Context: an optimization exercise on an open-source flow, tuned for a short achievable clock period and few clock cycles. The choices shown serve that exercise and are no tape-out recipe.
Function was checked by simulation only, so behaviour that the tests miss may differ from the original.

Setup of run 1:
// cpu
module cpu(clk,reset,in,out,N,V,Z,mem_cmd,mem_addr,halt);
  input clk, reset;
  input [15:0] in;
  output [15:0] out;
  output N, V, Z;
  output [1:0] mem_cmd;
  output [8:0] mem_addr;
  output halt;
  function [15:0] carry16;
    input [15:0] g, p;
    input cin;
    reg [15:0] G, P;
    integer i, d;
    begin
      G = g; P = p;
      G[0] = g[0] | (p[0] & cin);
      for (d = 1; d < 16; d = d * 2)
        for (i = 15; i >= d; i = i - 1) begin
          G[i] = G[i] | (P[i] & G[i-d]);
          P[i] = P[i] & P[i-d];
        end
      carry16 = G;
    end
  endfunction
  reg [15:0] R0, R1, R2, R3, R4, R5, R6, R7;
  reg fN, fV, fZ;
  reg halted;
  reg rst2;
  reg hreg;              
  reg [8:0]  pa;
  reg        pf, pl, ps, pr;    
  reg [15:0] md;
  reg [2:0]  plrd;              
  reg        lv;                
  reg [2:0]  lrd;
  reg       gv;          
  reg [8:0] ga;          
  reg [31:0] goh;        
  reg       fv;          
  reg       fc;          
  reg       fr;          
  reg [15:0] cw;
  reg [8:0] fa, fa1;     
  reg [31:0] fa1_oh;
  reg [8:0] fnp;         
  reg [8:0] fno;         
  reg       fhit;        
  reg [31:0] bv, bret, bcall;
  reg [3:0]  btag [0:31];
  reg [8:0]  btgt [0:31];
  reg [8:0]  boff [0:31];      
  reg [8:0]  ras;
  reg [31:0] ras_oh;
  reg [31:0] cv;
  reg [3:0]  ctag [0:31];
  reg [15:0] cdat [0:31];
  reg chit_r;
  reg [15:0] cword;
  reg dflag;             
  reg [31:0] gohd;       
  wire chit = chit_r & ~dflag;
  integer k;
  always @(*) begin
    chit_r = 1'b0; cword = 16'd0;
  ...
Settings: LEC_CHECK=0, ABC_CLOCK_PERIOD_IN_PS=2500, CAP_MARGIN=30, CORE_MARGIN=2, CORE_UTILIZATION=40, PLACE_DENSITY=0.6, SETUP_SLACK_MARGIN=3.5, SLEW_MARGIN=30, TNS_END_PERCENT=100; clock period 6.0 ns.
run.sh (not shown) runs the stock make flow with config.mk's settings and CLKGATE_MAP_FILE= SYNTH_SCRIPT=/design/flow/synth_recipe.tcl, a recipe that flattens the netlist after the stock synthesis.
Testbench counts of run 1, summed over its fixed seeds: cycles 26,603.
> inputs changed (run 1 -> run 2)
diff --git a/flow/design.v b/flow/design.v
--- a/flow/design.v
+++ b/flow/design.v
@@ -168,21 +168,27 @@
     case (sh)
       2'b00: vs = vm;
       2'b01: vs = {vm[14:0], 1'b0};
       2'b10: vs = {1'b0, vm[15:1]};
       default: vs = {vm[15], vm[15:1]};
     endcase
   wire [15:0] dB = fxm ? xres : i_movi ? {{8{d[7]}}, d[7:0]} : (i_bl | i_blx) ? {7'b0, qp0} : vs;
   wire [8:0] d_rt = (i_blx & rd == rn) ? qp0 : vd[8:0];
   wire dop = dgo & ~xred & (i_ldr | i_str);           
-  wire [4:0] alo = {1'b0, rfn[3:0]} + {1'b0, d[3:0]};
-  wire [4:0] ahi = rfn[8:4], ahip = rfn[8:4] + 5'd1, ahim = rfn[8:4] - 5'd1;
-  wire [8:0] aaddr = {d[4] == alo[4] ? ahi : alo[4] ? ahip : ahim, alo[3:0]};
+  wire [8:0] sx5 = {{4{d[4]}}, d[4:0]};
+  wire [8:0] ad0 = R0[8:0] + sx5, ad1 = R1[8:0] + sx5, ad2 = R2[8:0] + sx5, ad3 = R3[8:0] + sx5;
+  wire [8:0] ad4 = R4[8:0] + sx5, ad5 = R5[8:0] + sx5, ad6 = R6[8:0] + sx5, ad7 = R7[8:0] + sx5;
+  reg [8:0] aaddr;
+  always @(*)
+    case (rn)
+      3'd0: aaddr = ad0; 3'd1: aaddr = ad1; 3'd2: aaddr = ad2; 3'd3: aaddr = ad3;
+      3'd4: aaddr = ad4; 3'd5: aaddr = ad5; 3'd6: aaddr = ad6; default: aaddr = ad7;
+    endcase
   wire [15:0] w = fc ? cw : in;
   function [3:0] bdec;      
     input [15:0] v;
     reg b, bal, bl, bx;
     begin
       b = v[15:11] == 5'b00100; bal = b & v[10:8] == 3'b000;
       bl = v[15:11] == 5'b01011; bx = v[15:11] == 5'b01000;
       bdec = {bal | bl | b & v[7] | bx, bl, bx, ~bx};
     end
## What came out
- | number of placed instances with taps included | run 1 vs run 2 | ≈ equal |
- The cell count on run 2 is in line with that on run 1.
- In the metrics for run 2 and run 1, the one carrying the lower sum of routed wire length over all layers is run 2.
- In run 2 the final critical-path required period turned out 0.34 ns lower than in run 1.
- Taking run 2 over run 1, the inverter count of the layout excluding clock inverters ratio works out to 0.926.
- Diff run 1 -> run 2: cell area has remained practically unchanged; global-route usage moved down; synthesized netlist net count now sits at about the same level.
- Measured against each other, run 2 and run 1 differ in hold slack, the higher figure coming from run 1.
Testbench counts of run 2, summed over its fixed seeds: cycles 26,603.

## separate check: timing with driven ports
How much do the figures lean on ideal ports? The routed layouts below were timed once more, with nothing changed but the port constraints.
Step 1 sets driving cells, clkbuf_16 on the clock port and buf_2 on the other inputs (assumed; they add their load-dependent delay and slew).
Step 2, shift: input delay + t, output delay - t, t = (earliest + latest rising clock arrival at the registers) / 2. This alone moves slack from input paths to output paths.
a / b / c = ideal / step 1 / step 2; a / b = the first two.
| run | shift t [ns] | setup WS [ns] | cell pins on the clock port's net |
|---|---|---|---|
| run 1 | 0.989 | 2.121 / 2.121 / 1.983 | 1 |
| run 2 | 1.012 | 2.459 / 2.459 / 1.640 | 1 |
After both steps every run listed still meets setup and hold. The setup slack of run 2, which loses most, moves by 0.000 ns with the drivers and by -0.819 ns with both steps.
